This is an optimization exercise on Yosys and OpenROAD, whose aim is small area, a short achievable clock period and few clock cycles per item, not a production implementation. Function was checked by simulation only, so behaviour that the tests miss may differ from the original. Power and IR drop assume default switching activity.

File: flow/config.mk
export PLATFORM = sky130hd
export DESIGN_NAME = SPM
export DESIGN_NICKNAME = SPM
export VERILOG_FILES = /design/flow/design.v
export SDC_FILE = /design/flow/constraint.sdc
export NUM_CORES = 4
export LEC_CHECK = 0
export CAP_MARGIN = 20
export CORE_MARGIN = 2
export CORE_UTILIZATION = 40
export SETUP_SLACK_MARGIN = 1.5
export SLEW_MARGIN = 20
export SYNTH_HIERARCHICAL = 1
export SYNTH_MINIMUM_KEEP_SIZE = 0
File: flow/constraint.sdc
create_clock -name core_clock -period 5.0 [get_ports {clk}]
set_input_delay 1.0000 -clock core_clock [delete_from_list [all_inputs] [get_ports {clk}]]
set_output_delay 1.0000 -clock core_clock [all_outputs]
set_load 0.01 [all_outputs]
File: flow/design.v
`timescale 1ns/1ps
module SPM (
    input wire clk,
    input wire rst,
    input wire start,
    input wire signed [7:0] a,
    input wire signed [7:0] b,
    output wire signed [15:0] prod,
    output reg done,
    output wire sign_flag
);
    reg [15:0] r0, r1;
    reg rs, rc;
    always @(posedge clk or posedge rst) begin
        if (rst) begin
            done <= 1'b0;
            r0   <= 16'd0;
            r1   <= 16'd0;
            rs   <= 1'b0;
            rc   <= 1'b0;
        end else begin
            done <= start;
            if (start) begin
                r0 <= nrow0;
                r1 <= nrow1;
                rc <= ncy;
                rs <= a[7] ^ b[7];
            end
        end
    end
    wire [7:0] ma = a;
    wire [7:0] mb = b;
    wire [9:0] hi = r0[15:6] + r1[15:6] + rc;
    assign prod = {hi, r0[5:0]};
    assign sign_flag = rs;
    wire pp1 = ma[0] & mb[0];
    wire pp2 = ma[0] & mb[1];
    wire pp3 = ma[0] & mb[2];
    wire pp4 = ma[0] & mb[3];
    wire pp5 = ma[0] & mb[4];
    wire pp6 = ma[0] & mb[5];
    wire pp7 = ma[0] & mb[6];
    wire pp8 = ~(ma[0] & mb[7]);
    wire pp9 = ma[1] & mb[0];
    wire pp10 = ma[1] & mb[1];
    wire pp11 = ma[1] & mb[2];
    wire pp12 = ma[1] & mb[3];
    wire pp13 = ma[1] & mb[4];
    wire pp14 = ma[1] & mb[5];
    wire pp15 = ma[1] & mb[6];
    wire pp16 = ~(ma[1] & mb[7]);
    wire pp17 = ma[2] & mb[0];
    wire pp18 = ma[2] & mb[1];
    wire pp19 = ma[2] & mb[2];
    wire pp20 = ma[2] & mb[3];
    wire pp21 = ma[2] & mb[4];
    wire pp22 = ma[2] & mb[5];
    wire pp23 = ma[2] & mb[6];
    wire pp24 = ~(ma[2] & mb[7]);
    wire pp25 = ma[3] & mb[0];
    wire pp26 = ma[3] & mb[1];
    wire pp27 = ma[3] & mb[2];
    wire pp28 = ma[3] & mb[3];
    wire pp29 = ma[3] & mb[4];
    wire pp30 = ma[3] & mb[5];
    wire pp31 = ma[3] & mb[6];
    wire pp32 = ~(ma[3] & mb[7]);
    wire pp33 = ma[4] & mb[0];
    wire pp34 = ma[4] & mb[1];
    wire pp35 = ma[4] & mb[2];
    wire pp36 = ma[4] & mb[3];
    wire pp37 = ma[4] & mb[4];
    wire pp38 = ma[4] & mb[5];
    wire pp39 = ma[4] & mb[6];
    wire pp40 = ~(ma[4] & mb[7]);
    wire pp41 = ma[5] & mb[0];
    wire pp42 = ma[5] & mb[1];
    wire pp43 = ma[5] & mb[2];
    wire pp44 = ma[5] & mb[3];
    wire pp45 = ma[5] & mb[4];
    wire pp46 = ma[5] & mb[5];
    wire pp47 = ma[5] & mb[6];
    wire pp48 = ~(ma[5] & mb[7]);
    wire pp49 = ma[6] & mb[0];
    wire pp50 = ma[6] & mb[1];
    wire pp51 = ma[6] & mb[2];
    wire pp52 = ma[6] & mb[3];
    wire pp53 = ma[6] & mb[4];
    wire pp54 = ma[6] & mb[5];
    wire pp55 = ma[6] & mb[6];
    wire pp56 = ~(ma[6] & mb[7]);
    wire pp57 = ~(ma[7] & mb[0]);
    wire pp58 = ~(ma[7] & mb[1]);
    wire pp59 = ~(ma[7] & mb[2]);
    wire pp60 = ~(ma[7] & mb[3]);
    wire pp61 = ~(ma[7] & mb[4]);
    wire pp62 = ~(ma[7] & mb[5]);
    wire pp63 = ~(ma[7] & mb[6]);
    wire pp64 = ma[7] & mb[7];
    wire s65, c66;
    spm_ha u_s65 (.a(pp7), .b(pp14), .s(s65), .co(c66));
    wire s67, c68;
    spm_fa u_s67 (.a(pp8), .b(pp15), .ci(pp22), .s(s67), .co(c68));
    wire s69, c70;
    spm_ha u_s69 (.a(pp29), .b(pp36), .s(s69), .co(c70));
    wire s71, c72;
    spm_fa u_s71 (.a(pp16), .b(pp23), .ci(pp30), .s(s71), .co(c72));
    wire s73, c74;
    spm_fa u_s73 (.a(pp37), .b(pp44), .ci(pp51), .s(s73), .co(c74));
    wire s75, c76;
    spm_fa u_s75 (.a(pp24), .b(pp31), .ci(pp38), .s(s75), .co(c76));
    wire s77, c78;
    spm_ha u_s77 (.a(pp5), .b(pp12), .s(s77), .co(c78));
    wire s79, c80;
    spm_fa u_s79 (.a(pp6), .b(pp13), .ci(pp20), .s(s79), .co(c80));
    wire s81, c82;
    spm_ha u_s81 (.a(pp27), .b(pp34), .s(s81), .co(c82));
    wire s83, c84;
    spm_fa u_s83 (.a(pp21), .b(pp28), .ci(pp35), .s(s83), .co(c84));
    wire s85, c86;
    spm_fa u_s85 (.a(pp42), .b(pp49), .ci(s65), .s(s85), .co(c86));
    wire s87, c88;
    spm_fa u_s87 (.a(pp43), .b(pp50), .ci(pp57), .s(s87), .co(c88));
    wire s89, c90;
    spm_fa u_s89 (.a(s67), .b(s69), .ci(c66), .s(s89), .co(c90));
    wire s91 = ~(pp58 ^ s71);
    wire c92 = pp58 | s71;
    wire s93, c94;
    spm_fa u_s93 (.a(s73), .b(c68), .ci(c70), .s(s93), .co(c94));
    wire s95, c96;
    spm_fa u_s95 (.a(pp45), .b(pp52), .ci(pp59), .s(s95), .co(c96));
    wire s97, c98;
    spm_fa u_s97 (.a(s75), .b(c72), .ci(c74), .s(s97), .co(c98));
    wire s99, c100;
    spm_fa u_s99 (.a(pp32), .b(pp39), .ci(pp46), .s(s99), .co(c100));
    wire s101, c102;
    spm_fa u_s101 (.a(pp53), .b(pp60), .ci(c76), .s(s101), .co(c102));
    wire s103, c104;
    spm_fa u_s103 (.a(pp40), .b(pp47), .ci(pp54), .s(s103), .co(c104));
    wire s105, c106;
    spm_ha u_s105 (.a(pp4), .b(pp11), .s(s105), .co(c106));
    wire s107, c108;
    spm_fa u_s107 (.a(pp19), .b(pp26), .ci(pp33), .s(s107), .co(c108));
    wire s109, c110;
    spm_fa u_s109 (.a(pp41), .b(s79), .ci(s81), .s(s109), .co(c110));
    wire s111, c112;
    spm_fa u_s111 (.a(s83), .b(s85), .ci(c80), .s(s111), .co(c112));
    wire s113, c114;
    spm_fa u_s113 (.a(s87), .b(s89), .ci(c84), .s(s113), .co(c114));
    wire s115, c116;
    spm_fa u_s115 (.a(s91), .b(s93), .ci(c88), .s(s115), .co(c116));
    wire s117, c118;
    spm_fa u_s117 (.a(s95), .b(s97), .ci(c92), .s(s117), .co(c118));
    wire s119, c120;
    spm_fa u_s119 (.a(s99), .b(s101), .ci(c96), .s(s119), .co(c120));
    wire s121, c122;
    spm_fa u_s121 (.a(pp61), .b(s103), .ci(c100), .s(s121), .co(c122));
    wire s123, c124;
    spm_fa u_s123 (.a(pp48), .b(pp55), .ci(pp62), .s(s123), .co(c124));
    wire s125, c126;
    spm_ha u_s125 (.a(pp3), .b(pp10), .s(s125), .co(c126));
    wire s127, c128;
    spm_fa u_s127 (.a(pp18), .b(pp25), .ci(s105), .s(s127), .co(c128));
    wire s129, c130;
    spm_fa u_s129 (.a(s77), .b(s107), .ci(c106), .s(s129), .co(c130));
    wire s131, c132;
    spm_fa u_s131 (.a(c78), .b(s109), .ci(c108), .s(s131), .co(c132));
    wire s133, c134;
    spm_fa u_s133 (.a(c82), .b(s111), .ci(c110), .s(s133), .co(c134));
    wire s135, c136;
    spm_fa u_s135 (.a(c86), .b(s113), .ci(c112), .s(s135), .co(c136));
    wire s137, c138;
    spm_fa u_s137 (.a(c90), .b(s115), .ci(c114), .s(s137), .co(c138));
    wire s139, c140;
    spm_fa u_s139 (.a(c94), .b(s117), .ci(c116), .s(s139), .co(c140));
    wire s141, c142;
    spm_fa u_s141 (.a(c98), .b(s119), .ci(c118), .s(s141), .co(c142));
    wire s143, c144;
    spm_fa u_s143 (.a(c102), .b(s121), .ci(c120), .s(s143), .co(c144));
    wire s145, c146;
    spm_fa u_s145 (.a(c104), .b(s123), .ci(c122), .s(s145), .co(c146));
    wire s147, c148;
    spm_fa u_s147 (.a(pp56), .b(pp63), .ci(c124), .s(s147), .co(c148));
    wire [15:0] row0 = {1'b0, pp64, s147, s145, s143, s141, s139, s137, s135, s133, s131, s129, s127, pp17, pp2, pp1};
    wire [15:0] row1 = {1'b0, c148, c146, c144, c142, c140, c138, c136, c134, c132, c130, c128, c126, s125, pp9, 1'b0};
    wire s149, c150;
    spm_ha u_s149 (.a(row0[0]), .b(row1[0]), .s(s149), .co(c150));
    wire s151, c152;
    spm_fa u_s151 (.a(row0[1]), .b(row1[1]), .ci(c150), .s(s151), .co(c152));
    wire s153, c154;
    spm_fa u_s153 (.a(row0[2]), .b(row1[2]), .ci(c152), .s(s153), .co(c154));
    wire s155, c156;
    spm_fa u_s155 (.a(row0[3]), .b(row1[3]), .ci(c154), .s(s155), .co(c156));
    wire s157, c158;
    spm_fa u_s157 (.a(row0[4]), .b(row1[4]), .ci(c156), .s(s157), .co(c158));
    wire s159, c160;
    spm_fa u_s159 (.a(row0[5]), .b(row1[5]), .ci(c158), .s(s159), .co(c160));
    wire [15:0] nrow0 = {row0[15:6] ^ 10'b1000000000, s159, s157, s155, s153, s151, s149};
    wire [15:0] nrow1 = row1;
    wire ncy = c160;
endmodule
module spm_fa (input wire a, input wire b, input wire ci, output wire s, output wire co);
    assign s  = a ^ b ^ ci;
    assign co = (a & b) | (a & ci) | (b & ci);
endmodule
module spm_ha (input wire a, input wire b, output wire s, output wire co);
    assign s  = a ^ b;
    assign co = a & b;
endmodule
File: flow/run.sh
#!/bin/bash
# synth_recipe.tcl (not shown) runs the flow's synth.tcl, then flattens the netlist and writes it again
# the make line also repeats each setting of config.mk as NAME=value (left out here)
make -C /OpenROAD-flow-scripts/flow DESIGN_CONFIG=/design/flow/config.mk WORK_HOME=/design/flow/orfs CLKGATE_MAP_FILE= SYNTH_SCRIPT=/design/flow/synth_recipe.tcl finish
==> results of run 1 <==
[cell type report]
class                           instances  area, um^2  share of cell area [%]
Multi-Input combinational cell        190        1983                   62.18
Sequential cell                        28       700.7                   21.97
Timing Repair Buffer                   38       319.1                   10.00
Tap cell                               80       100.1                   3.138
Inverter                               12       45.04                   1.412
Clock buffer                            3       41.29                   1.295
[routing by layer]
metal | global-route usage (%) | share of wire, % | vias up
met5 | 0 | 0 | -
met4 | 2.699 | 1.1 | 0
met3 | 2.762 | 2.7 | 8
met2 | 30.56 | 54 | 30
met1 | 19.59 | 42 | 896
li1 | - | - | 834
[modules after synthesis, one instance, submodules excluded]
module  cells  cell area (um^2)
SPM       192              1844
spm_fa      1             20.02
spm_ha      1             12.51
[where the power goes]
part,switching [mW],internal (mW)
combinational,0.415,0.476
clock,0.0642,0.0540
sequential,0.0378,0.298
[cells by family after synthesis]
| group | count (synthesis) | synth area share [%] |
|---|---|---|
| other cells | 1 | 0.1372 |
| xor+xnor | 8 | 2.564 |
| flops | 28 | 25.64 |
| compound gates | 18 | 4.167 |
| buf+inv | 21 | 3.800 |
| simple gates | 83 | 16.48 |
| mux | 21 | 8.654 |
| fa+ha+maj | 59 | 38.55 |
[metrics by stage]
stage / instance area (um^2) / instances / hold slack (ns)
final: 3189 / 351 / 0.5035
after detailed placement: 3172 / 348 / 0.4781
after global placement: 3144 / 347 / 0.4731
after floorplan: 2735 / 239 / 0.4591
after CTS: 3232 / 351 / 0.5027
after global routing: 3189 / 351 / 0.5239
[placed cells by master, fill, tap and decap left out]
cell             count
buf_2               15
mux2_2              21
ha_1                17
a21oi_4              1
fa_1                37
dlygate4sd2_1        2
a31oi_1              2
buf_16               1
clkdlybuf4s15_2      1
nor2_1               4
clkdlybuf4s50_1     18
o21ai_0              6
inv_1               12
xnor2_1              7
o2111ai_1            1
or2_2                1
a21oi_1              2
a21oi_2              1
nand2b_4             1
nand3_2              1
xor2_1               1
buf_4                1
nand3_1              4
nand2_1             21
and2_1              46
clkbuf_8             3
a21o_1               3
conb_1               1
and2_4               4
fa_2                 5
nor2b_2              1
o211ai_1             1
o221ai_2             1
dfrtp_1             28
[final timing paths]
path                              from  endpoint  slack (ns)  cells after the start
worst max-delay path              b[6]     r0[8]        1.56                      7
worst min-delay path            r0[15]    r0[15]        0.50                      1
worst max register to register  r0[15]    r0[15]        4.22                      1
worst min register to register  r0[15]    r0[15]        0.50                      1
max in group asynchronous          rst    r0[12]        3.45                      3
min in group asynchronous          rst      done        1.07                      2
[what timing repair did]
item                       CTS  global route
setup endpoints to repair   17            12
pin swaps                    5            14
gates resized for setup     58            34
hold endpoints to repair     0             0
[flip-flops by register name (all words and copies together) (netlist names)]
signal,flops
rc,1
r0,16
done,1
rs,1
r1,9
==> metrics.md, run 1 <==
| Metric | Value |
|---|---|
| Status | finished clean |
| Initial antenna violation count | 0 |
| Critical Path RT | 5.16 ns |
| Clock sink total | 28 |
| Die height | 86.66 um |
| Synth Instances | 239 |
| Period utilization | 68.70% |
| First-pass GRT wire length | 9508 um |
| Yosys reg bits | 28 |
| Post-synth EDFFs | 0 |
| Top cell type's share of synthesized area | 30.77% |
| Final Hold Fails | 0 |
| Avg Vias per Cell | 5.037 |
| Final ANT Viol Nets | 0 |
| Grt total ovfl | 0 |
| Pre-CTS setup slack | 0.7574 ns |
| Share of cells above drive strength 1 | 21.40% |
| Post-Syn Area per Cell | 11.43 um^2 |
| CP delay by family, top | adder cells |
| Slew headroom | 63.98% |
| TritonCTS buffer count | 3 |
| Chip width | 86.66 um |
| Worst setup margin | 1.565 ns |
| MaxCap Viol Count | 0 |
| WS Path Type | in2reg |
| Root Driver | clkbuf_8 |
| Pleak | 1.429 nW |
| Worst-Skew Late Latency | 0.27 ns |
| Final number of setup-violating endpoints | 0 |
| CP most frequent cell | fa_1 |
| Total Wirelength | 5356 um |
| Post-layout min period | 3.435 ns |
| Hold Path Class | reg2reg |
| FFs w/ async S/R, synth | 100.0% |
| Crit. End Element | register |
| Post-DP HPWL | 4298 um |
| Post-synth top cells | 50 x and2_1, 42 x fa_1, 28 x dfrtp_1 |
| Sequential share of the synthesized area | 25.64% |
| Synthesis-to-layout area growth | 16.71% |
| Most frequent cell after synthesis | and2_1 |
| Via count | 1768 |
| CP bufs+invs | 1 |
| Overall routing resource usage | 16.22% |
| Total power | 1.345 mW |
| H-tree depth | 1 |
| Fmax | 291.1 MHz |
| Rows | 30 |
| Die area | 7509 um^2 |
| Worst slew pin tran | 0.5398 ns |
| Initial core utilization | 40.67% |
| Placer Congestion | 0.8111 |
| Clock Pin Slew Worst Setup and Hold Paths | 0.09 ns |
| Worst Setup Start Kind | input port |
| Post-Syn Nets | 317 |
| Cts hold-fix bufs | 0 |
| Setup_tns | 0 ns |
| First-pass DRT Iterations | 4 |
| DR iter-0 viols | 40 |
| Vias in the first global route | 2038 |
| Fin. max-slew vios | 0 |
| I/O Pins | 37 |
| WL per Instance | 15.26 um |
| Power per Cell Area | 421.8 nW/um^2 |
| Crit Path Max Fanout | 8 |
| Ys Warns | 7 |
| Finished Core Util | 47.47% |
| CORE AREA | 6719 um^2 |
| Clk buf depth | 2 |
| Top cells by area, synth | fa_1 31%, dfrtp_1 26%, and2_1 11% |
| Top FF cell, synth | dfrtp_1 |
| Post-Route Skew | 0 ns |
| Slowest stage delay, CP | 0.57 ns |
| # port buffers | 36 |
| RSZ-0062 raised after global routing | no |
| Nets | 351 |
| Crit-path cells | clkdlybuf4s15_2 -> and2_1 -> fa_1 -> fa_1 -> fa_1 -> fa_1 -> mux2_2 |
| Slowest CP cell | fa_1 |
| Fillers | 649 |
| ANT cells | 0 |
| Synth unique cells | 26 |
| WP data arrival | 3.60 ns |
| Worst VDD drop | 0.2017 mV |
| Post-CTS setup buffers | 0 |
| Mapped Area | 2733 um^2 |
| Area leader, netlist | fa_1 |
| DRC | 0 |
| Largest net degree at the start of global routing | 34 |
| CTS tree | done |
Testbench counts, summed over its fixed seeds: cycles 4,088, items 2,048.
==> run 2: changes to the inputs <==
--- a/flow/config.mk
+++ b/flow/config.mk
@@ -10,3 +10,3 @@
 export CORE_UTILIZATION = 40
-export SETUP_SLACK_MARGIN = 1.5
+export SETUP_SLACK_MARGIN = 0
 export SLEW_MARGIN = 20
==> run 2 against run 1 <==
Global-route usage decreased by 1.2 points. Via count decreased by 1.6%. Die area unchanged. Register-to-register slack about the same. Sequential share of layout area about the same. Maximum frequency decreased by 12%. Largest cell class unchanged. Largest power group unchanged. Highest routed layer unchanged.
==> metrics.md, run 2 <==
| Metric | Value |
|---|---|
| Vias in the first global route | 1945 |
| Pleak | 1.392 nW |
| ANT cells | 0 |
| Post-layout min period | 3.921 ns |
| CORE AREA | 6719 um^2 |
| Overall routing resource usage | 15.02% |
| Sequential share of the synthesized area | 25.64% |
| Clock Pin Slew Worst Setup and Hold Paths | 0.08 ns |
| Total Wirelength | 5017 um |
| MaxCap Viol Count | 0 |
| Most frequent cell after synthesis | and2_1 |
| Clk pwr share | 8.6% |
| Commonest non-fill, non-tap cells in the layout | 50 x and2_1, 42 x fa_1, 36 x clkdlybuf4s50_1, 28 x dfrtp_1 |
| Seq pwr share | 25.1% |
| Worst setup margin | 1.079 ns |
| Share of cells above drive strength 1 | 10.37% |
| Clock sink total | 28 |
| Area leader, netlist | fa_1 |
| Met2 Usage GRT | 28.95% |
| Hold wc startpoint | r0[15] |
| First-pass DRT Iterations | 4 |
| Synth Instances | 239 |
| Final ANT Viol Nets | 0 |
| Cts hold-fix bufs | 0 |
| Post-Syn Area per Cell | 11.43 um^2 |
| Total power | 1.344 mW |
| Largest regs | r0 (16), r1 (9) |
| Crit. End Element | register |
| Post-DP HPWL | 4159 um |
| Max reg flops | 16 |
| CP most frequent cell | fa_1 |
| Top cell type's share of synthesized area | 30.77% |
| Synthesis-to-layout area growth | 16.48% |
| Mapped Area | 2733 um^2 |
| Final number of setup-violating endpoints | 0 |
| Comb power frac | 66.4% |
| Synth unique cells | 26 |
| First-pass GRT wire length | 8880 um |
| Met3 Use GR | 2.667% |
| Most common cell after layout, fill and taps aside | and2_1 |
| H-tree depth | 1 |
| FFs w/ async S/R, synth | 100.0% |
| Initial core utilization | 40.67% |
| Setup_tns | 0 ns |
| Post-CTS Resized | 0 |
| Final Hold Fails | 0 |
| Top FF cell, synth | dfrtp_1 |
| Fillers | 656 |
| DR iter-0 viols | 60 |
| CTS tree | done |
| Post-synth EDFFs | 0 |
| Avg Vias per Cell | 4.969 |
| Initial antenna violation count | 0 |
| Rows | 30 |
| Worst VDD drop | 0.2507 mV |
| Post-Route Skew | 0 ns |
| Power per Cell Area | 422.3 nW/um^2 |
| Status | finished clean |
| CP bufs+invs | 1 |
| Ys Warns | 7 |
| Worst slew pin tran | 0.5812 ns |
| Critical Path RT | 5.15 ns |
| Worst-Skew Late Latency | 0.26 ns |
| Area occupied by multi-input gates | 1928 um^2 |
| Slowest stage delay, CP | 0.64 ns |
| Crit Path Max Fanout | 8 |
| WP data arrival | 4.07 ns |
| Worst setup path startpoint | b[7] |
| Chip width | 86.66 um |
| Worst Setup Start Kind | input port |
| Die area | 7509 um^2 |
| Clk buf depth | 2 |
| Via count | 1739 |
| Biggest register | r0 |
| Switching pwr | 497.2 uW |
| Die height | 86.66 um |
| Fin. max-slew vios | 0 |
| TritonCTS buffer count | 3 |
| I/O Pins | 37 |
| Internal | 847.0 uW |
| Critical R2R Launch | r0[15] |
| Root Driver | clkbuf_8 |
| Largest net degree at the start of global routing | 34 |
| Switching Fraction | 36.99% |
| Register Area | 700.7 um^2 |
| WS Path Type | in2reg |
| Hold Path Class | reg2reg |
| Nets | 350 |
| Post-CTS setup buffers | 0 |
| # port buffers | 36 |
| Slowest CP cell | clkdlybuf4s50_1 |
| Crit-path cells | clkdlybuf4s50_1 -> nand2_1 -> fa_1 -> fa_1 -> fa_1 -> fa_1 -> mux2_2 |
| Grt met1 use | 17.99% |
| Fmax | 255.0 MHz |
| CP delay by family, top | adder cells |
| Grt total ovfl | 0 |
| Yosys reg bits | 28 |
| Period utilization | 78.42% |
| Post-Syn Nets | 317 |
| Post-synth top cells | 50 x and2_1, 42 x fa_1, 28 x dfrtp_1 |
| RSZ-0062 raised after global routing | no |
| Top cells by area, synth | fa_1 31%, dfrtp_1 26%, and2_1 11% |
| DRC | 0 |
| Busiest layer in global routing | met2 |
| Placer Congestion | 0.8050 |
| Pre-CTS setup slack | 0.7825 ns |
| WL per Instance | 14.33 um |
| Slew headroom | 61.20% |
run 2: cell counts after synthesis:
No cell type changed its count.
run 2: cells by family (layout without fill, tap and decap cells):
family	Yosys count	in the layout	share of synthesized area [%]
compound gates	18	18	4.167
xor+xnor	8	8	2.564
fa+ha+maj	59	59	38.55
buf+inv	21	52	3.800
flops	28	28	25.64
mux	21	21	8.654
other cells	1	1	0.1372
simple gates	83	83	16.48
run 2: power groups by stage:
| stage | Clock, mW | Sequential [mW] | Combinational [mW] |
|---|---|---|---|
| 2_1_floorplan | 0 | 0.330 | 0.571 |
| 6_report | 0.115 | 0.337 | 0.892 |
| 3_5_place_dp | 0 | 0.342 | 0.911 |
| 4_1_cts | 0.121 | 0.338 | 0.917 |
| 5_1_grt | 0.133 | 0.347 | 1.00 |
| 3_3_place_gp | 0 | 0.341 | 0.899 |
run 2: final timing paths:
path	end	cells after the start	slack, ns
max	r0[9]	7	1.08
min	r0[15]	1	0.49
min in group asynchronous	done	2	1.11
max reg2reg	r0[15]	1	4.23
min reg2reg	r0[15]	1	0.49
max in group asynchronous	r1[10]	2	3.50
run 2: final cells by class:
class | count | area share (%)
repair buffers | 37 | 11.56
well taps | 80 | 3.145
multi-input cells | 190 | 60.57
inverters | 12 | 1.415
flip-flops and latches | 28 | 22.01
clock buffers | 3 | 1.297
run 2: per-module statistics from Yosys, one instance, submodules excluded:
module | cell area [um^2] | copies in the design | cells inside | flops+latches
SPM | 1844 | 1 | 192 | 28
spm_fa | 20.02 | 40 | 1 | 0
spm_ha | 12.51 | 7 | 1 | 0
run 2: per-layer routing:
| layer | share of wire [%] | wire length [um] |
|---|---|---|
| met1 | 41 | 2082 |
| met2 | 56 | 2788 |
| met3 | 2.8 | 138 |
| met4 | 0.16 | 8 |
| met5 | 0 | 0 |
run 2: metrics by stage:
step | hold WS, ns | cells | util, % | area [um^2]
3_3_place_gp | 0.4719 | 347 | 46.76 | 3142
4_1_cts | 0.4921 | 350 | 47.37 | 3183
3_5_place_dp | 0.4718 | 347 | 46.76 | 3142
6_report | 0.4896 | 350 | 47.37 | 3183
5_1_grt | 0.5145 | 350 | 47.37 | 3183
2_1_floorplan | 0.4591 | 239 | - | 2733
==> run 3: changes to the inputs <==
--- a/flow/config.mk
+++ b/flow/config.mk
@@ -10,3 +10,3 @@
 export CORE_UTILIZATION = 40
-export SETUP_SLACK_MARGIN = 0
+export SETUP_SLACK_MARGIN = 2
 export SLEW_MARGIN = 20
==> run 3 against run 2 <==
First-iteration DRC count is the same. Non-clock buffer count grew 17. Cell count grew 5.1%. Design area grew 13%. Wire length grew 12%. Clock skew is the same. Largest cell class unchanged.
==> metrics.md, run 3 <==
| Metric | Value |
|---|---|
| Status | finished clean |
| Rows | 30 |
| Clock sink total | 28 |
| ANT cells | 0 |
| I/O Pins | 37 |
| Top FF cell, synth | dfrtp_1 |
| Fin. max-slew vios | 0 |
| Commonest non-fill, non-tap cells in the layout | 35 x and2_1, 28 x dfrtp_1, 22 x fa_1, 20 x fa_2, 18 x nand2_1 |
| CTS tree | done |
| Vias in the first global route | 2051 |
| Die height | 86.66 um |
| Worst VDD drop | 0.3244 mV |
| Critical Path RT | 5.17 ns |
| FFs w/ async S/R, synth | 100.0% |
| Slew headroom | 60.28% |
| Most common cell after layout, fill and taps aside | and2_1 |
| Share of cells above drive strength 1 | 41.67% |
| Post-DP HPWL | 4313 um |
| Worst slew pin tran | 0.5959 ns |
| Worst Setup Start Kind | input port |
| Comb power frac | 66.1% |
| RSZ-0062 raised after global routing | yes |
| Root Driver | clkbuf_8 |
| # port buffers | 36 |
| Total Wirelength | 5609 um |
| Biggest register | r0 |
| Max reg flops | 16 |
| WS Path Type | in2reg |
| Post-synth EDFFs | 0 |
| Clk buf depth | 2 |
| Final number of setup-violating endpoints | 0 |
| Yosys reg bits | 28 |
| First-pass DRT Iterations | 4 |
| Seq pwr share | 22.4% |
| Die area | 7509 um^2 |
| First-pass GRT wire length | 9570 um |
| Avg Vias per Cell | 5.035 |
| Internal | 947.9 uW |
| Chip width | 86.66 um |
| Worst-Skew Late Latency | 0.27 ns |
| Synth unique cells | 26 |
| Initial core utilization | 40.67% |
| Overall routing resource usage | 16.18% |
| Via count | 1853 |
| Largest regs | r0 (16), r1 (9) |
| DR iter-0 viols | 60 |
| Post-layout min period | 3.330 ns |
| Clock Pin Slew Worst Setup and Hold Paths | 0.10 ns |
| TritonCTS buffer count | 3 |
| Grt total ovfl | 0 |
| Clk pwr share | 11.5% |
| Most frequent cell after synthesis | and2_1 |
| Switching Fraction | 38.09% |
| Largest net degree at the start of global routing | 29 |
| Crit. End Element | register |
| Fin area | 3588 um^2 |
| Top cell type's share of synthesized area | 30.77% |
| WL per Instance | 15.24 um |
| Setup_tns | 0 ns |
| Initial antenna violation count | 0 |
| Final ANT Viol Nets | 0 |
| Placed Area | 3226 um^2 |
| Area leader, netlist | fa_1 |
| WP data arrival | 3.50 ns |
| CORE AREA | 6719 um^2 |
| Post-synth top cells | 50 x and2_1, 42 x fa_1, 28 x dfrtp_1 |
| Crit Path Max Fanout | 6 |
| Sequential share of the synthesized area | 25.64% |
| Mapped Area | 2733 um^2 |
| Post-Syn Nets | 317 |
| Placer Congestion | 0.8085 |
| DRC | 0 |
| MaxCap Viol Count | 0 |
| Synthesis-to-layout area growth | 31.32% |
| Switching pwr | 583.1 uW |
| Hold Path Class | reg2reg |
| Non-Filler Instances | 368 |
| H-tree depth | 1 |
| Dpl cells | 347 |
| Fmax | 300.3 MHz |
| Nets | 367 |
| Top cells by area, synth | fa_1 31%, dfrtp_1 26%, and2_1 11% |
| Pleak | 1.598 nW |
| Post-Route Skew | 0 ns |
| Final Hold Fails | 0 |
| Period utilization | 66.59% |
| Power per Cell Area | 426.6 nW/um^2 |
| Ys Warns | 7 |
| Synth Instances | 239 |
| Post-Syn Area per Cell | 11.43 um^2 |
| Cts hold-fix bufs | 0 |
## run 3: changes by cell type in the layout (fill, tap and decap cells not counted), sizes merged
cell / before / now
buf: 1 / 40
bufinv: 0 / 1
clkdlybuf4s50: 36 / 10
dlygate4sd2: 0 / 4
## run 3: cell type report
cell class / count / area, um^2
sequential: 28 / 700.7
clock buffer: 3 / 41.29
fill: 605 / 3131
clock inverter: 1 / 30.03
tap: 80 / 100.1
inverter: 12 / 45.04
multi-input combinational: 190 / 2167
timing repair buffer: 54 / 504.2
## run 3: metrics by stage
stage	worst slack (ns)	utilization [%]	hold WS, ns	power, mW
after global routing	1.642	53.41	0.5274	1.667
after global placement	0.8644	48.01	0.4739	1.267
after floorplan	1.582	-	0.4591	0.9273
after CTS	1.658	51.06	0.4983	1.470
after detailed placement	0.8317	48.01	0.4762	1.280
final	1.670	53.41	0.5163	1.531
## run 3: worst paths after layout
path / from / end / slack, ns / cells past startpoint
worst max-delay path: b[2] / r0[8] / 1.67 / 7
worst min-delay path: r0[2] / r0[2] / 0.52 / 1
worst max register to register: r0[11] / r0[11] / 4.19 / 1
worst min register to register: r0[2] / r0[2] / 0.52 / 1
max in group asynchronous: rst / r0[12] / 3.50 / 2
min in group asynchronous: rst / done / 1.10 / 2
## run 3: routing by layer
metal / vias up / track usage [%] / routed length (um)
li1: 866 / - / -
met1: 961 / 19.67 / 2279
met2: 24 / 31.40 / 3195
met3: 2 / 2.571 / 125
met4: 0 / 0.8523 / 9
met5: - / 0 / 0
## run 3: timing repair
item	in CTS	in global routing
endpoints found under the hold margin	0	0
pin swaps	26	42
buffers inserted	7	10
setup endpoints to repair	28	19
gates resized for setup	140	27
## run 3: power groups by stage
stage                     clock network [mW]  logic (mW)  registers (mW)
after floorplan                            0       0.597           0.331
after global placement                     0       0.925           0.342
after detailed placement                   0       0.938           0.342
after CTS                              0.180       0.947           0.343
after global routing                   0.189        1.12           0.354
final                                  0.175        1.01           0.343
## run 3: cells by family (layout without fill, tap and decap cells)
group | Yosys count | in the layout | synth area share [%]
AOI/OAI and AO/OA | 18 | 18 | 4.167
muxes | 21 | 21 | 8.654
DFF | 28 | 28 | 25.64
adders and majority gates | 59 | 59 | 38.55
xor gates and xnor gates | 8 | 8 | 2.564
buffers and inverters | 21 | 70 | 3.800
other | 1 | 1 | 0.1372
and+or+nand+nor | 83 | 83 | 16.48
## run 3: Yosys stat by module (local to each module, per instance)
module | flops+latches | area [um^2]
SPM | 28 | 1844
spm_fa | 0 | 20.02
spm_ha | 0 | 12.51
## run 3: worst max-delay path: stages
cell and delay (ns):
buf_8 0.11, and2_4 0.15, fa_2 0.56, fa_1 0.45
fa_2 0.55, fa_2 0.42, mux2_4 0.26
==> run 4: changes to the inputs <==
--- a/flow/config.mk
+++ b/flow/config.mk
@@ -10,3 +10,3 @@
 export CORE_UTILIZATION = 40
-export SETUP_SLACK_MARGIN = 2
+export SETUP_SLACK_MARGIN = 2.5
 export SLEW_MARGIN = 20
==> run 4 against run 3 <==
Maximum frequency shrank 0.50%. Critical path type is now reg2out. Still clean. Global-route usage grew 0.30 points. Clock power shrank 21%. Register-to-register slack gained 0.02 ns. Critical path depth grew 3. Sequential share of layout area shrank 0.30 points. Count of clock-buffer cells in the layout grew 1. Via count shrank 0.22%.
==> metrics.md, run 4 <==
| Metric | Value |
|---|---|
| Max reg flops | 16 |
| WL per Instance | 15.10 um |
| First-pass GRT wire length | 9653 um |
| Placed Area | 3294 um^2 |
| Clock Pin Slew Worst Setup and Hold Paths | 0.09 ns |
| Final Hold Fails | 0 |
| Worst slew pin tran | 0.6335 ns |
| # port buffers | 36 |
| Largest net degree at the start of global routing | 29 |
| Die area | 7509 um^2 |
| DR iter-0 viols | 31 |
| Crit Path Max Fanout | 2 |
| Top cell type's share of synthesized area | 30.77% |
| DRC | 0 |
| Top FF cell, synth | dfrtp_1 |
| Hold Path Class | reg2reg |
| Power per Cell Area | 404.9 nW/um^2 |
| Ys Warns | 7 |
| Placer Congestion | 0.7774 |
| Commonest non-fill, non-tap cells in the layout | 30 x and2_1, 28 x dfrtp_1, 26 x fa_2, 20 x and2_4, 18 x nand2_1 |
| Post-synth top cells | 50 x and2_1, 42 x fa_1, 28 x dfrtp_1 |
| Reg2Reg Depth | 3 |
| Post-DP HPWL | 4329 um |
| Largest regs | r0 (16), r1 (9) |
| Overall routing resource usage | 16.48% |
| Fin area | 3643 um^2 |
| Slew headroom | 57.77% |
| Worst setup path startpoint | rc |
| Grt total ovfl | 0 |
| Post-Syn Nets | 317 |
| Post-Route Skew | 0 ns |
| MaxCap Viol Count | 0 |
| Root Driver | clkbuf_8 |
| Worst Setup Start Kind | register |
| First-pass DRT Iterations | 4 |
| FFs w/ async S/R, synth | 100.0% |
| Fmax | 298.8 MHz |
| Die height | 86.66 um |
| Initial core utilization | 40.67% |
| Area leader, netlist | fa_1 |
| H-tree depth | 1 |
| Nets | 368 |
| Fillers | 583 |
| Worst hold path cell count | 1 |
| Worst VDD drop | 0.2378 mV |
| Most common cell after layout, fill and taps aside | and2_1 |
| Final ANT Viol Nets | 0 |
| Top cells by area, synth | fa_1 31%, dfrtp_1 26%, and2_1 11% |
| WS Path Type | reg2out |
| CTS tree | done |
| Met2 Usage GRT | 32.45% |
| Chip width | 86.66 um |
| Critical R2R Launch | r0[7] |
| Synth unique cells | 26 |
| Total Wirelength | 5573 um |
| Met3 Use GR | 2.762% |
| Post-layout min period | 3.347 ns |
| ANT cells | 0 |
| Cts hold-fix bufs | 0 |
| Avg Vias per Cell | 5.011 |
| Yosys reg bits | 28 |
| Fin. max-slew vios | 0 |
| Via count | 1849 |
| Post-synth EDFFs | 0 |
| CORE AREA | 6719 um^2 |
| Mapped Area | 2733 um^2 |
| Grt met1 use | 19.16% |
| Pleak | 1.625 nW |
| Biggest register | r0 |
| Vias in the first global route | 2058 |
| Final number of setup-violating endpoints | 0 |
| Synth Instances | 239 |
| Busiest layer in global routing | met2 |
| Crit. End Element | output pin |
| Hold wc startpoint | r0[15] |
| Worst-Skew Late Latency | 0.27 ns |
| Initial antenna violation count | 0 |
| Rows | 30 |
| TritonCTS buffer count | 3 |
| Critical Path RT | 4.00 ns |
| RSZ-0062 raised after global routing | yes |
| WP data arrival | 2.35 ns |
| Post-Syn Area per Cell | 11.43 um^2 |
| Synthesis-to-layout area growth | 33.33% |
| Setup_tns | 0 ns |
| Clk buf depth | 2 |
| I/O Pins | 37 |
| Status | finished clean |
| Most frequent cell after synthesis | and2_1 |
| Share of cells above drive strength 1 | 47.40% |
| Period utilization | 66.93% |
| Clock sink total | 28 |
| Sequential share of the synthesized area | 25.64% |
run 4: metal layers:
layer	routed length (um)	part of all wire [%]	vias up
li1	-	-	867
met5	0	0	-
met1	2296	41	960
met3	116	2.1	2
met2	3145	56	20
met4	14	0.25	0
run 4: cells by family (layout without fill, tap and decap cells):
family,after synthesis,count (layout),share of synthesized area [%]
AOI/OAI and AO/OA,18,18,4.167
other,1,1,0.1372
xor gates and xnor gates,8,8,2.564
muxes,21,21,8.654
adders and majority gates,59,59,38.55
buffers and inverters,21,71,3.800
and+or+nand+nor,83,83,16.48
DFF,28,28,25.64
run 4: what timing repair did:
action,CTS,global route
gates resized for setup,160,26
buffers inserted,12,6
setup endpoints to repair,36,30
pin swaps,27,21
run 4: per-module statistics from Yosys, one instance, submodules excluded:
| module | cells inside | copies in the design | cell area (um^2) |
|---|---|---|---|
| SPM | 192 | 1 | 1844 |
| spm_fa | 1 | 40 | 20.02 |
| spm_ha | 1 | 7 | 12.51 |
run 4: stage by stage:
step	setup WS [ns]	total power, mW	std cells	hold WS [ns]	utilization [%]
global route	1.530	1.615	369	0.5375	54.23
CTS	1.593	1.470	363	0.4988	52.50
detailed placement	0.8345	1.325	347	0.4738	49.03
finish	1.653	1.475	369	0.4934	54.23
global placement	0.8433	1.314	347	0.4734	49.03
floorplan	1.582	0.9716	239	0.4591	-
run 4: final timing paths:
path,end,slack (ns)
setup / recovery,prod[14],1.65
hold / removal,r0[15],0.49
setup reg to reg,r0[7],4.21
hold reg to reg,r0[15],0.49
max in group asynchronous,r0[12],3.49
min in group asynchronous,r0[2],1.12
run 4: critical path, cell delays in order, from the launching register on:
cell,delay (ns)
dfrtp_1,0.35
inv_2,0.05
fa_2,0.41
fa_2,0.38
nand2b_4,0.16
buf_6,0.12
a21oi_4,0.14
a21o_1,0.14
a21oi_2,0.06
xnor2_2,0.13
buf_2,0.14
run 4: report_power, final:
part	total (mW)	switching (mW)	leakage, nW	internal, mW
Clock	0.138	0.0672	0.0288	0.0704
Sequential	0.339	0.0401	0.334	0.298
Combinational	0.999	0.465	1.26	0.535
Total	1.48	0.572	1.62	0.904
run 4: layout make-up:
cell class / count / area, um^2 / area share (%)
inverter: 12 / 45.04 / 1.236
timing repair buffer: 55 / 540.5 / 14.84
tap: 80 / 100.1 / 2.747
clock buffer: 4 / 55.05 / 1.511
multi-input combinational: 190 / 2202 / 60.44
sequential: 28 / 700.7 / 19.23
==> run 5: changes to the inputs <==
==> flow/flow/run.sh (new file) <==
#!/bin/bash
# The standard layout, with the port buffers made of sky130_fd_sc_hd__buf_2 cells
# instead of the delay-cell buffers buffer_ports picks by default.
set -euo pipefail
export BUFFER_PORTS_ARGS="-buffer_cell sky130_fd_sc_hd__buf_2"
bash standard.sh > standard.log 2>&1
==> flow/standard.sh (new file) <==
#!/bin/bash
# synth_recipe.tcl (not shown) runs the flow's synth.tcl, then flattens the netlist and writes it again
# the make line also repeats each setting of config.mk as NAME=value (left out here)
make -C /OpenROAD-flow-scripts/flow DESIGN_CONFIG=/design/flow/config.mk WORK_HOME=/design/flow/orfs CLKGATE_MAP_FILE= SYNTH_SCRIPT=/design/flow/synth_recipe.tcl "${@:-finish}"
--- a/flow/config.mk
+++ b/flow/config.mk
@@ -10,3 +10,3 @@
 export CORE_UTILIZATION = 40
-export SETUP_SLACK_MARGIN = 2.5
+export SETUP_SLACK_MARGIN = 1.5
 export SLEW_MARGIN = 20
removed: flow/run.sh
==> run 5 against run 4 <==
Still clean on timing, DRC and antenna. Sequential power is 1% lower. Register-to-register slack improved by 0.02 ns. Worst hold slack improved by 0.0024 ns. Area after synthesis stayed put. Worst setup slack worse by 0.062 ns. Sequential share of layout area rose by 4.1 points. Total power fell by 18%. Combinational power is 23% lower. Maximum frequency down 1.8%. Die area did not move. Flip-flop and latch count is the same. Core utilization fell by 9.4 points. Critical endpoint is now r0[5].
==> metrics.md, run 5 <==
| Metric | Value |
|---|---|
| Status | finished clean |
| Critical Path RT | 5.16 ns |
| WS Path Type | in2reg |
| Clock Pin Slew Worst Setup and Hold Paths | 0.08 ns |
| Post-Syn Nets | 317 |
| Synth Area in Compound Gates | 4.167% |
| FFs w/ async S/R, synth | 100.0% |
| First-pass DRT Iterations | 4 |
| Mapped Area | 2733 um^2 |
| CTS tree | done |
| Largest net degree at the start of global routing | 34 |
| Post-synth top cells | 50 x and2_1, 42 x fa_1, 28 x dfrtp_1 |
| Clock sink total | 28 |
| Total Wirelength | 4835 um |
| CORE AREA | 6719 um^2 |
| Hold Path Class | reg2reg |
| I/O Pins | 37 |
| Final Hold Fails | 0 |
| Area leader, netlist | fa_1 |
| Setup_tns | 0 ns |
| Top cell type's share of synthesized area | 30.77% |
| Cts hold-fix bufs | 0 |
| Max reg flops | 16 |
| Vias in the first global route | 1976 |
| Yosys reg bits | 28 |
| Root Driver | clkbuf_8 |
| Fmax | 293.4 MHz |
| Final number of setup-violating endpoints | 0 |
| Worst VDD drop | 0.2815 mV |
| Synth Area in XOR/XNOR | 2.564% |
| Grt total ovfl | 0 |
| Die height | 86.66 um |
| Fillers | 647 |
| Clk buf depth | 2 |
| Min Hold Slack | 0.4958 ns |
| Rows | 30 |
| Post-synthesis simple-gate area fraction | 16.48% |
| Synth Instances | 239 |
| Nets | 349 |
| Share of cells above drive strength 1 | 25.28% |
| Area occupied by multi-input gates | 1942 um^2 |
| Multiplexer share of the synthesized area | 8.654% |
| Placer Congestion | 0.7858 |
| Pre-CTS setup slack | 1.278 ns |
| Worst Setup Start Kind | input port |
| Crit. End Element | register |
| Synth unique cells | 26 |
| Fin. max-slew vios | 0 |
| Avg Vias per Cell | 5.020 |
| Top FF cell, synth | dfrtp_1 |
| DRC | 0 |
| Post-DP HPWL | 4027 um |
| # port buffers | 36 |
| Ys Warns | 7 |
| Non-Filler Instances | 349 |
| Chip width | 86.66 um |
| Adder-cell share of the synthesized area | 38.55% |
| WP data arrival | 3.57 ns |
| DR iter-0 viols | 50 |
| Worst slew pin tran | 0.6135 ns |
| Sequential share of the synthesized area | 25.64% |
| Die area | 7509 um^2 |
| Crit Path Max Fanout | 8 |
| ANT cells | 0 |
| Largest regs | r0 (16), r1 (9) |
| First-pass GRT wire length | 9011 um |
| Biggest register | r0 |
| Post-CTS setup buffers | 0 |
| Post-Route Skew | 0 ns |
| Power per Cell Area | 404.4 nW/um^2 |
| Worst-Skew Late Latency | 0.26 ns |
| Slew headroom | 59.10% |
| Register Area | 700.7 um^2 |
| Post-synth EDFFs | 0 |
| MaxCap Viol Count | 0 |
| Post-CTS Resized | 0 |
| Most frequent cell after synthesis | and2_1 |
| Overall routing resource usage | 15.15% |
| Post-Syn Area per Cell | 11.43 um^2 |
| Initial core utilization | 40.67% |
| Post-layout min period | 3.408 ns |
| Commonest non-fill, non-tap cells in the layout | 50 x and2_1, 38 x fa_1, 36 x buf_2, 28 x dfrtp_1 |
| Most common cell after layout, fill and taps aside | and2_1 |
| Dpl cells | 346 |
| Pleak | 1.384 nW |
| RSZ-0062 raised after global routing | no |
| TritonCTS buffer count | 3 |
| Finished Core Util | 44.79% |
| Synthesis-to-layout area growth | 10.12% |
| WL per Instance | 13.85 um |
| Main combinational cell family by area after synthesis | adder cells |
| Top cells by area, synth | fa_1 31%, dfrtp_1 26%, and2_1 11% |
| Worst setup margin | 1.592 ns |
| Via count | 1752 |
| Initial antenna violation count | 0 |
| Final ANT Viol Nets | 0 |
| H-tree depth | 1 |
| Period utilization | 68.16% |
run 5: critical path: stages:
cell,delay [ns]
buf_2,0.15
and2_1,0.17
ha_1,0.31
fa_1,0.49
fa_2,0.40
fa_2,0.34
fa_1,0.43
mux2_2,0.27
run 5: routing by layer:
| metal | routed length (um) | vias up | track usage [%] |
|---|---|---|---|
| li1 | - | 830 | - |
| met1 | 2108 | 892 | 18.97 |
| met2 | 2579 | 26 | 28.32 |
| met3 | 132 | 4 | 2.667 |
| met4 | 14 | 0 | 1.278 |
| met5 | 0 | - | 0 |
run 5: cell families (layout without fill, tap and decap cells):
family                     after synthesis  in the layout
other                                    1              1
adders and majority gates               59             59
buffers and inverters                   21             51
DFF                                     28             28
and+or+nand+nor                         83             83
AOI/OAI and AO/OA                       18             18
muxes                                   21             21
xor gates and xnor gates                 8              8
run 5: per-stage QoR:
stage / instance area, um^2 / total power, mW
detailed placement: 2957 / 1.123
global placement: 2957 / 1.114
CTS: 2998 / 1.241
floorplan: 2735 / 0.9011
global route: 3009 / 1.366
finish: 3009 / 1.217
run 5: power breakdown:
| part | switching (mW) | internal, mW | total [mW] |
|---|---|---|---|
| Clock | 0.0622 | 0.0539 | 0.116 |
| Sequential | 0.0369 | 0.298 | 0.335 |
| Combinational | 0.397 | 0.368 | 0.765 |
run 5: Yosys stat by module, one instance, submodules excluded:
| module | cell area (um^2) | cells inside | flip-flops and latches | times used |
|---|---|---|---|---|
| spm_ha | 12.51 | 1 | 0 | 7 |
| spm_fa | 20.02 | 1 | 0 | 40 |
| SPM | 1844 | 192 | 28 | 1 |
run 5: cell type report:
class	instances	area share, %
multi-input combinational	190	64.53
sequential	28	23.28
timing repair buffer	36	5.988
tap	80	3.326
inverter	12	1.497
clock buffer	3	1.372
run 5: final timing paths:
check / startpoint / endpoint / cells past startpoint / slack [ns]
hold reg to reg: r0[15] / r0[15] / 1 / 0.50
min in group asynchronous: rst / done / 2 / 0.77
setup reg to reg: r0[15] / r0[15] / 1 / 4.23
setup / recovery: b[3] / r0[5] / 8 / 1.59
max in group asynchronous: rst / r0[14] / 2 / 3.86
hold / removal: r0[15] / r0[15] / 1 / 0.50
==> run 6: changes to the inputs <==
==> flow/flow/run.sh (replaced) <==
#!/bin/bash
# The standard layout, with the port buffers made of sky130_fd_sc_hd__buf_1 cells
# instead of the delay-cell buffers buffer_ports picks by default.
set -euo pipefail
export BUFFER_PORTS_ARGS="-buffer_cell sky130_fd_sc_hd__buf_1"
bash standard.sh > standard.log 2>&1
==> run 6 against run 5 <==
Count of clock-buffer cells in the layout unchanged. Clock skew unchanged. Global-route usage up 0.56 points. First-iteration DRC count down 22%. Cell count up 0.29%. Design area down 0.50%. Register-to-register slack about the same. Combinational power down 3.8%. Via count up 1.3%. Core utilization down 0.22 points. Worst setup slack worse by 0.016 ns. Flip-flop and latch count unchanged.
==> metrics.md, run 6 <==
| Metric | Value |
|---|---|
| ANT cells | 0 |
| Hold endpoint | r0[15] |
| CTS tree | done |
| Total Wirelength | 5143 um |
| WS Path Type | in2reg |
| Hold Path Class | reg2reg |
| Synth unique cells | 26 |
| Nets | 350 |
| CORE AREA | 6719 um^2 |
| Most common cell after layout, fill and taps aside | and2_1 |
| Top FF cell, synth | dfrtp_1 |
| Most frequent cell after synthesis | and2_1 |
| Post-layout min period | 3.424 ns |
| Setup_tns | 0 ns |
| Initial core utilization | 40.67% |
| MaxCap Viol Count | 0 |
| Final Hold Fails | 0 |
| WL per Instance | 14.69 um |
| Slew headroom | 60.07% |
| DRC | 0 |
| Area leader, netlist | fa_1 |
| Largest net degree at the start of global routing | 34 |
| Worst-Skew Late Latency | 0.26 ns |
| Post-Syn Area per Cell | 11.43 um^2 |
| Seq pwr share | 28.2% |
| Yosys reg bits | 28 |
| RSZ-0062 raised after global routing | yes |
| Chip width | 86.66 um |
| WP data arrival | 3.58 ns |
| Biggest register | r0 |
| Vias in the first global route | 1992 |
| Worst R2R Setup Slack | 4.23 ns |
| Root Driver | clkbuf_8 |
| Final number of setup-violating endpoints | 0 |
| Worst VDD drop | 0.1998 mV |
| Hold wc startpoint | r0[15] |
| Avg Vias per Cell | 5.069 |
| CP bufs+invs | 1 |
| Top cells by area, synth | fa_1 31%, dfrtp_1 26%, and2_1 11% |
| Grt total ovfl | 0 |
| Slowest CP cell | fa_1 |
| Die height | 86.66 um |
| Clk pwr share | 10.0% |
| Worst hold path cell count | 1 |
| CP delay by family, top | adder cells |
| Clock sink total | 28 |
| Slowest stage delay, CP | 0.56 ns |
| Post-Route Skew | 0 ns |
| Commonest non-fill, non-tap cells in the layout | 49 x and2_1, 38 x fa_1, 28 x dfrtp_1, 21 x mux2_2, 21 x nand2_1 |
| Grt met1 use | 19.85% |
| Post-synth top cells | 50 x and2_1, 42 x fa_1, 28 x dfrtp_1 |
| Clock Pin Slew Worst Setup and Hold Paths | 0.09 ns |
| Switching pwr | 499.3 uW |
| Rows | 30 |
| Max reg flops | 16 |
| Met2 Usage GRT | 29.44% |
| Cts hold-fix bufs | 0 |
| Crit-path cells | clkbuf_2 -> and2_1 -> fa_1 -> fa_1 -> fa_1 -> fa_1 -> mux2_2 |
| Fin area | 2994 um^2 |
| Initial antenna violation count | 0 |
| Reg2Reg Depth | 1 |
| Fin. max-slew vios | 0 |
| Synthesis-to-layout area growth | 9.570% |
| Worst Setup Start Kind | input port |
| DR iter-0 viols | 39 |
| Status | finished clean |
| Post-synth EDFFs | 0 |
| Crit. End Element | register |
| H-tree depth | 1 |
| Share of cells above drive strength 1 | 18.52% |
| Worst slew pin tran | 0.5980 ns |
| Crit Path Max Fanout | 8 |
| Busiest layer in global routing | met2 |
| Final ANT Viol Nets | 0 |
| Synth Instances | 239 |
| Placer Congestion | 0.8060 |
| Critical Path RT | 5.16 ns |
| Period utilization | 68.48% |
| Placed Area | 2919 um^2 |
| # port buffers | 36 |
| Largest regs | r0 (16), r1 (9) |
| Post-DP HPWL | 4150 um |
| First-pass DRT Iterations | 4 |
| Via count | 1774 |
| Pleak | 1.335 nW |
| Comb power frac | 61.8% |
| Internal | 691.0 uW |
| Clk buf depth | 2 |
| Fmax | 292.1 MHz |
| Die area | 7509 um^2 |
| R2R Path End | r0[15] |
| Power per Cell Area | 397.5 nW/um^2 |
| First-pass GRT wire length | 9273 um |
| Critical R2R Launch | r0[15] |
| CP most frequent cell | fa_1 |
| Mapped Area | 2733 um^2 |
| Overall routing resource usage | 15.70% |
| Sequential share of the synthesized area | 25.64% |
| Ys Warns | 7 |
| I/O Pins | 37 |
| TritonCTS buffer count | 3 |
| Top cell type's share of synthesized area | 30.77% |
| Switching Fraction | 41.95% |
| FFs w/ async S/R, synth | 100.0% |
| Met3 Use GR | 2.667% |
| Post-Syn Nets | 317 |
run 6: cell counts after synthesis:
Identical to the previous run, type by type.
run 6: modules after synthesis, one instance, submodules excluded:
module	cell area, um^2	flip-flops and latches	cells inside	times used
SPM	1844	28	192	1
spm_ha	12.51	0	1	7
spm_fa	20.02	0	1	40
run 6: cell families after synthesis:
kind of cell / Yosys count / share of synthesized area (%)
AND/OR/NAND/NOR: 83 / 16.48
adder cells (fa/ha/maj): 59 / 38.55
flip-flops: 28 / 25.64
multiplexers: 21 / 8.654
buffers and inverters: 21 / 3.800
AO/OA/AOI/OAI: 18 / 4.167
XOR/XNOR: 8 / 2.564
other: 1 / 0.1372
run 6: worst max-delay path by stage:
stage / start / to / slack (ns) / cells after the start
6_report: b[5] / r0[5] / 1.58 / 7
5_1_grt: r0[6] / prod[14] / 1.46 / 9
4_1_cts: b[6] / r0[9] / 1.49 / 7
3_5_place_dp: a[6] / r0[8] / 1.14 / 7
3_3_place_gp: a[5] / r0[8] / 1.14 / 7
2_1_floorplan: b[5] / r0[5] / 1.52 / 6
run 6: timing repair:
action                     in CTS  in global routing
pin swaps                       0                  6
gates resized for setup        11                 10
setup endpoints to repair       5                  7
setup buffers                   0                  0
run 6: metrics by stage:
step | setup slack [ns] | utilization, % | hold slack (ns) | cells | power (mW)
CTS | 1.494 | 44.28 | 0.4995 | 350 | 1.212
finish | 1.576 | 44.56 | 0.4974 | 350 | 1.190
global route | 1.463 | 44.56 | 0.5147 | 350 | 1.335
global placement | 1.142 | 43.45 | 0.4747 | 347 | 1.079
floorplan | 1.516 | - | 0.4591 | 239 | 0.9011
detailed placement | 1.135 | 43.45 | 0.4745 | 347 | 1.089
run 6: power groups by stage:
stage / Combinational (mW) / Clock, mW / Sequential [mW]
2_1_floorplan: 0.571 / 0 / 0.330
3_3_place_gp: 0.739 / 0 / 0.341
3_5_place_dp: 0.748 / 0 / 0.341
4_1_cts: 0.752 / 0.123 / 0.337
5_1_grt: 0.854 / 0.132 / 0.348
6_report: 0.736 / 0.119 / 0.335
run 6: layout make-up:
class	count	area, um^2
inverters	12	45.04
multi-input cells	190	1944
flip-flops and latches	28	700.7
well taps	80	100.1
fillers	643	3725
repair buffers	37	162.7
clock buffers	3	41.29
run 6: routing by layer:
| metal | vias to the layer above | part of all wire [%] |
|---|---|---|
| li1 | 832 | - |
| met1 | 910 | 42 |
| met5 | - | 0 |
| met2 | 30 | 55 |
| met4 | 0 | 0.21 |
| met3 | 2 | 3.1 |
==> run 7: changes to the inputs <==
==> flow/flow/run.sh (replaced) <==
#!/bin/bash
# The standard layout (standard.sh), with the port buffers made of
# sky130_fd_sc_hd__buf_1 cells instead of the delay-cell buffers that
# buffer_ports picks by default. make's full output goes to standard.log.
set -euo pipefail
export BUFFER_PORTS_ARGS="-buffer_cell sky130_fd_sc_hd__buf_1"
bash standard.sh > standard.log 2>&1
--- a/flow/config.mk
+++ b/flow/config.mk
@@ -7,2 +7,3 @@
 export LEC_CHECK = 0
+export ABC_CLOCK_PERIOD_IN_PS = 2000
 export CAP_MARGIN = 20
==> run 7 against run 6 <==
Still clean. Flip-flop and latch count is the same. Register-to-register slack is essentially flat. Critical path depth is the same. Area after synthesis is the same. Critical endpoint unchanged.
==> metrics.md, run 7 <==
| Metric | Value |
|---|---|
| Status | finished clean |
| Post-DP HPWL | 4150 um |
| CP most frequent cell | fa_1 |
| Post-synth top cells | 50 x and2_1, 42 x fa_1, 28 x dfrtp_1 |
| Ys Warns | 7 |
| Total Wirelength | 5143 um |
| Post-Syn Area per Cell | 11.43 um^2 |
| Area leader, netlist | fa_1 |
| MaxCap Viol Count | 0 |
| Top cell type's share of synthesized area | 30.77% |
| Share of cells above drive strength 1 | 18.52% |
| Via count | 1774 |
| Most frequent cell after synthesis | and2_1 |
| Finished Core Util | 44.56% |
| Non-Filler Instances | 350 |
| Final Hold Fails | 0 |
| Initial antenna violation count | 0 |
| Root Driver | clkbuf_8 |
| Routed wl met2 | 2815 um |
| Nets | 350 |
| Mapped Area | 2733 um^2 |
| Post-synth EDFFs | 0 |
| Crit. End Element | register |
| RSZ-0062 raised after global routing | yes |
| Critical R2R Launch | r0[15] |
| Largest regs | r0 (16), r1 (9) |
| DR WL met3 | 161 um |
| Worst slew pin tran | 0.5980 ns |
| Period utilization | 68.48% |
| Final ANT Viol Nets | 0 |
| Top FF cell, synth | dfrtp_1 |
| Slew headroom | 60.07% |
| Crit-path cells | clkbuf_2 -> and2_1 -> fa_1 -> fa_1 -> fa_1 -> fa_1 -> mux2_2 |
| Reg2Reg Depth | 1 |
| Worst Setup Start Kind | input port |
| Chip width | 86.66 um |
| Slowest stage delay, CP | 0.56 ns |
| Grt total ovfl | 0 |
| WS Path Type | in2reg |
| Most common cell after layout, fill and taps aside | and2_1 |
| Worst setup path startpoint | b[5] |
| CTS tree | done |
| Worst setup margin | 1.576 ns |
| DRC | 0 |
| Worst R2R Setup Slack | 4.23 ns |
| Rows | 30 |
| Pre-CTS setup slack | 1.135 ns |
| Die height | 86.66 um |
| Fin. max-slew vios | 0 |
| Setup_tns | 0 ns |
| Critical Path RT | 5.16 ns |
| Placed Area | 2919 um^2 |
| H-tree depth | 1 |
| WL per Instance | 14.69 um |
| Slowest CP cell | fa_1 |
| Synth unique cells | 26 |
| Synth Instances | 239 |
| Avg Vias per Cell | 5.069 |
| First-pass DRT Iterations | 4 |
| Fin area | 2994 um^2 |
| TritonCTS buffer count | 3 |
| CP endpoint | r0[5] |
| FFs w/ async S/R, synth | 100.0% |
| Biggest register | r0 |
| ANT cells | 0 |
| Yosys reg bits | 28 |
| Post-Syn Nets | 317 |
| Final number of setup-violating endpoints | 0 |
| Hold Path Class | reg2reg |
| Clock Pin Slew Worst Setup and Hold Paths | 0.09 ns |
| Initial core utilization | 40.67% |
| Pleak | 1.335 nW |
| First-pass GRT wire length | 9273 um |
| Post-layout min period | 3.424 ns |
| Clk buf depth | 2 |
| Vias in the first global route | 1992 |
| Sequential share of the synthesized area | 25.64% |
| Worst-Skew Late Latency | 0.26 ns |
| # port buffers | 36 |
| Crit Path Max Fanout | 8 |
| Post-CTS setup buffers | 0 |
| Largest net degree at the start of global routing | 34 |
| Commonest non-fill, non-tap cells in the layout | 49 x and2_1, 38 x fa_1, 28 x dfrtp_1, 21 x mux2_2, 21 x nand2_1 |
| Dpl cells | 347 |
| DR iter-0 viols | 39 |
| R2R Path End | r0[15] |
| WP data arrival | 3.58 ns |
| Worst VDD drop | 0.1998 mV |
| Top cells by area, synth | fa_1 31%, dfrtp_1 26%, and2_1 11% |
| Placer Congestion | 0.8060 |
| Overall routing resource usage | 15.70% |
| Max reg flops | 16 |
| Power per Cell Area | 397.5 nW/um^2 |
| Synthesis-to-layout area growth | 9.570% |
| WL met1 | 2153 um |
| Hold wc startpoint | r0[15] |
| Post-Route Skew | 0 ns |
| CORE AREA | 6719 um^2 |
| Clock sink total | 28 |
| Die area | 7509 um^2 |
| Fmax | 292.1 MHz |
| I/O Pins | 37 |
| Uppermost layer routed | met4 |
## run 7: repair_timing
item / 4_1_cts / 5_1_grt
resized for setup: 11 / 10
hold endpoints to repair: 0 / 0
cloned: 0 / 0
pin swaps: 0 / 6
setup endpoints to repair: 5 / 7
hold buffers: 0 / 0
## run 7: kinds of logic after synthesis
kind of cell,after synthesis,synth area share (%)
AO/OA/AOI/OAI,18,4.167
XOR/XNOR,8,2.564
adder cells (fa/ha/maj),59,38.55
buffers and inverters,21,3.800
flip-flops,28,25.64
multiplexers,21,8.654
other,1,0.1372
AND/OR/NAND/NOR,83,16.48
## run 7: through the flow
stage | hold WS, ns | power [mW]
finish | 0.4974 | 1.190
global route | 0.5147 | 1.335
CTS | 0.4995 | 1.212
detailed placement | 0.4745 | 1.089
global placement | 0.4747 | 1.079
floorplan | 0.4591 | 0.9011
## run 7: modules after synthesis, one instance, submodules excluded
module / copies in the design / flip-flops and latches / cells inside
SPM: 1 / 28 / 192
spm_fa: 40 / 0 / 1
spm_ha: 7 / 0 / 1
## run 7: worst min path at each step
stage,to,slack (ns),cells after the start
final,r0[15],0.50,1
after global routing,r0[15],0.51,1
after CTS,r0[15],0.50,1
after detailed placement,r0[15],0.47,1
after global placement,r0[15],0.47,1
after floorplan,r0[15],0.46,1
## run 7: layout make-up
cell class                 count  area (um^2)
inverter                      12        45.04
multi-input combinational    190         1944
sequential                    28        700.7
timing repair buffer          37        162.7
tap                           80        100.1
clock buffer                   3        41.29
fill                         643         3725
## run 7: critical path: cells and delay by family
kind / cells / cell delay [ns]
mux: 1 / 0.26
simple gates: 1 / 0.20
fa+ha+maj: 4 / 1.96
buf+inv: 1 / 0.14
## run 7: layer usage
metal  track usage [%]  vias to the layer above
li1                  -                      832
met1             19.85                      910
met2             29.44                       30
met3             2.667                        2
met4            0.8523                        0
met5                 0                        -
## run 7: where the power goes
group / switching (mW) / total [mW] / internal (mW)
Clock: 0.0649 / 0.119 / 0.0540
Sequential: 0.0369 / 0.335 / 0.298
Combinational: 0.397 / 0.736 / 0.339
Total: 0.499 / 1.19 / 0.691
==> run 8: changes to the inputs <==
--- a/flow/config.mk
+++ b/flow/config.mk
@@ -7,6 +7,5 @@
 export LEC_CHECK = 0
-export ABC_CLOCK_PERIOD_IN_PS = 2000
 export CAP_MARGIN = 20
 export CORE_MARGIN = 2
-export CORE_UTILIZATION = 40
+export CORE_UTILIZATION = 60
 export SETUP_SLACK_MARGIN = 1.5
==> run 8 against run 7 <==
Still clean. Flip-flop and latch count unchanged. Count of clock-buffer cells in the layout unchanged. Non-clock buffer count unchanged. Synthesized cell count unchanged. Total power decreased by 0.23%. Largest cell class unchanged.
==> metrics.md, run 8 <==
| Metric | Value |
|---|---|
| Sequential share of the synthesized area | 25.64% |
| First-pass DRT Iterations | 4 |
| MaxCap Viol Count | 0 |
| Worst Setup Start Kind | input port |
| Power per Cell Area | 401.7 nW/um^2 |
| CP endpoint | r0[8] |
| Dpl cells | 319 |
| Placer Congestion | 0.8076 |
| FFs w/ async S/R, synth | 100.0% |
| Final Hold Fails | 0 |
| Worst slew pin tran | 0.5626 ns |
| Post-synth EDFFs | 0 |
| Most frequent cell after synthesis | and2_1 |
| Nets | 350 |
| Via count | 1739 |
| CTS tree | done |
| Fmax | 290.9 MHz |
| Synth Instances | 239 |
| Hold Path Class | reg2reg |
| Commonest non-fill, non-tap cells in the layout | 49 x and2_1, 39 x fa_1, 28 x dfrtp_1, 21 x mux2_2, 21 x nand2_1 |
| I/O Pins | 37 |
| Period utilization | 68.75% |
| Die area | 5110 um^2 |
| Synthesis-to-layout area growth | 8.196% |
| Cts hold-fix bufs | 0 |
| WS Path Type | in2reg |
| CORE AREA | 4384 um^2 |
| Worst setup path startpoint | a[4] |
| Grt total ovfl | 0 |
| WL per Instance | 14.85 um |
| Initial antenna violation count | 0 |
| Initial core utilization | 62.33% |
| Root Driver | clkbuf_8 |
| Crit Path Max Fanout | 8 |
| Critical Path RT | 5.15 ns |
| Worst R2R Setup Slack | 4.23 ns |
| H-tree depth | 1 |
| Fin. max-slew vios | 0 |
| Setup_tns | 0 ns |
| Chip width | 71.49 um |
| Post-Route Skew | 0 ns |
| Non-Filler Instances | 322 |
| Reg2Reg Depth | 1 |
| Avg Vias per Cell | 5.401 |
| Top cell type's share of synthesized area | 30.77% |
| TritonCTS buffer count | 3 |
| Area leader, netlist | fa_1 |
| Rows | 24 |
| Overall routing resource usage | 21.87% |
| Worst VDD drop | 0.3129 mV |
| Clock Pin Slew Worst Setup and Hold Paths | 0.09 ns |
| First-pass GRT wire length | 8625 um |
| Post-Syn Area per Cell | 11.43 um^2 |
| DR iter-0 viols | 75 |
| Vias in the first global route | 1879 |
| Post-DP HPWL | 3913 um |
| Share of cells above drive strength 1 | 18.15% |
| Yosys reg bits | 28 |
| Clock sink total | 28 |
| Largest net degree at the start of global routing | 34 |
| Top FF cell, synth | dfrtp_1 |
| # port buffers | 36 |
| Max reg flops | 16 |
| WP data arrival | 3.59 ns |
| Finished Core Util | 67.44% |
| Biggest register | r0 |
| Status | finished clean |
| RSZ-0062 raised after global routing | yes |
| Largest regs | r0 (16), r1 (9) |
| Post-CTS setup buffers | 0 |
| Final number of setup-violating endpoints | 0 |
| Mapped Area | 2733 um^2 |
| Total Wirelength | 4782 um |
| ANT cells | 0 |
| Worst-Skew Late Latency | 0.26 ns |
| Pleak | 1.338 nW |
| Top cells by area, synth | fa_1 31%, dfrtp_1 26%, and2_1 11% |
| Post-synth top cells | 50 x and2_1, 42 x fa_1, 28 x dfrtp_1 |
| Ys Warns | 7 |
| Synth unique cells | 26 |
| Most common cell after layout, fill and taps aside | and2_1 |
| Critical R2R Launch | r0[15] |
| Slew headroom | 62.44% |
| Clk buf depth | 2 |
| Post-layout min period | 3.437 ns |
| Post-Syn Nets | 317 |
| Min Hold Slack | 0.4907 ns |
| Crit. End Element | register |
| Die height | 71.49 um |
| Final ANT Viol Nets | 0 |
| R2R Path End | r0[15] |
| DRC | 0 |
[run 8: through the flow]
stage	setup WS (ns)	cell area, um^2	power, mW
5_1_grt	1.472	2957	1.318
2_1_floorplan	1.516	2735	0.9011
6_report	1.563	2957	1.188
3_5_place_dp	1.167	2884	1.081
4_1_cts	1.495	2933	1.200
3_3_place_gp	1.166	2884	1.072
[run 8: power by group]
| group | leakage, nW | switching, mW | internal [mW] |
|---|---|---|---|
| Clock | 0.0216 | 0.0625 | 0.0540 |
| Sequential | 0.334 | 0.0361 | 0.298 |
| Combinational | 0.982 | 0.396 | 0.340 |
[run 8: critical path: stages]
cell	delay, ns
buf_2	0.15
and2_1	0.18
fa_1	0.50
fa_1	0.58
fa_1	0.45
fa_1	0.46
mux2_2	0.27
[run 8: layout make-up]
class / count / area, um^2
timing repair buffer: 37 / 162.7
multi-input combinational: 190 / 1942
tap: 52 / 65.06
inverter: 12 / 45.04
fill: 375 / 1428
clock buffer: 3 / 41.29
sequential: 28 / 700.7
[run 8: routing by layer]
metal  global-route usage [%]  vias up  routed length, um  share of wire (%)
met5                        0        -                  0                  0
met3                    3.516        6                154                3.2
li1                         -      832                  -                  -
met4                    2.516        0                 41               0.86
met1                    27.22      874               1957                 41
met2                    41.26       27               2628                 55
[run 8: what timing repair did]
action | 4_1_cts | 5_1_grt
gates resized for setup | 6 | 14
gates cloned | 0 | 0
endpoints found under the setup margin | 4 | 9
pin swaps | 0 | 1
[run 8: Yosys stat by module, one instance, submodules excluded]
module / cells / flip-flops and latches
SPM: 192 / 28
spm_fa: 1 / 0
spm_ha: 1 / 0
[run 8: cell families after synthesis]
family / share of synthesized area [%]
AND/OR/NAND/NOR: 16.48
adder cells (fa/ha/maj): 38.55
flip-flops: 25.64
multiplexers: 8.654
buffers and inverters: 3.800
AO/OA/AOI/OAI: 4.167
XOR/XNOR: 2.564
other: 0.1372
[run 8: worst min path at each step]
stage | startpoint | end | cells after the start | slack, ns
2_1_floorplan | r0[15] | r0[15] | 1 | 0.46
3_3_place_gp | r0[15] | r0[15] | 1 | 0.47
3_5_place_dp | r0[15] | r0[15] | 1 | 0.48
4_1_cts | r0[15] | r0[15] | 1 | 0.50
5_1_grt | r0[15] | r0[15] | 1 | 0.53
6_report | r0[15] | r0[15] | 1 | 0.49

Re-timed with assumed drivers on the ports (clkbuf_16 on the clock, buf_2 on other inputs), run 8 has 1.571 ns of setup slack against 1.563 ns with ideal ports, and 1.278 ns once port delays also move by the mid clock arrival of 0.293 ns.
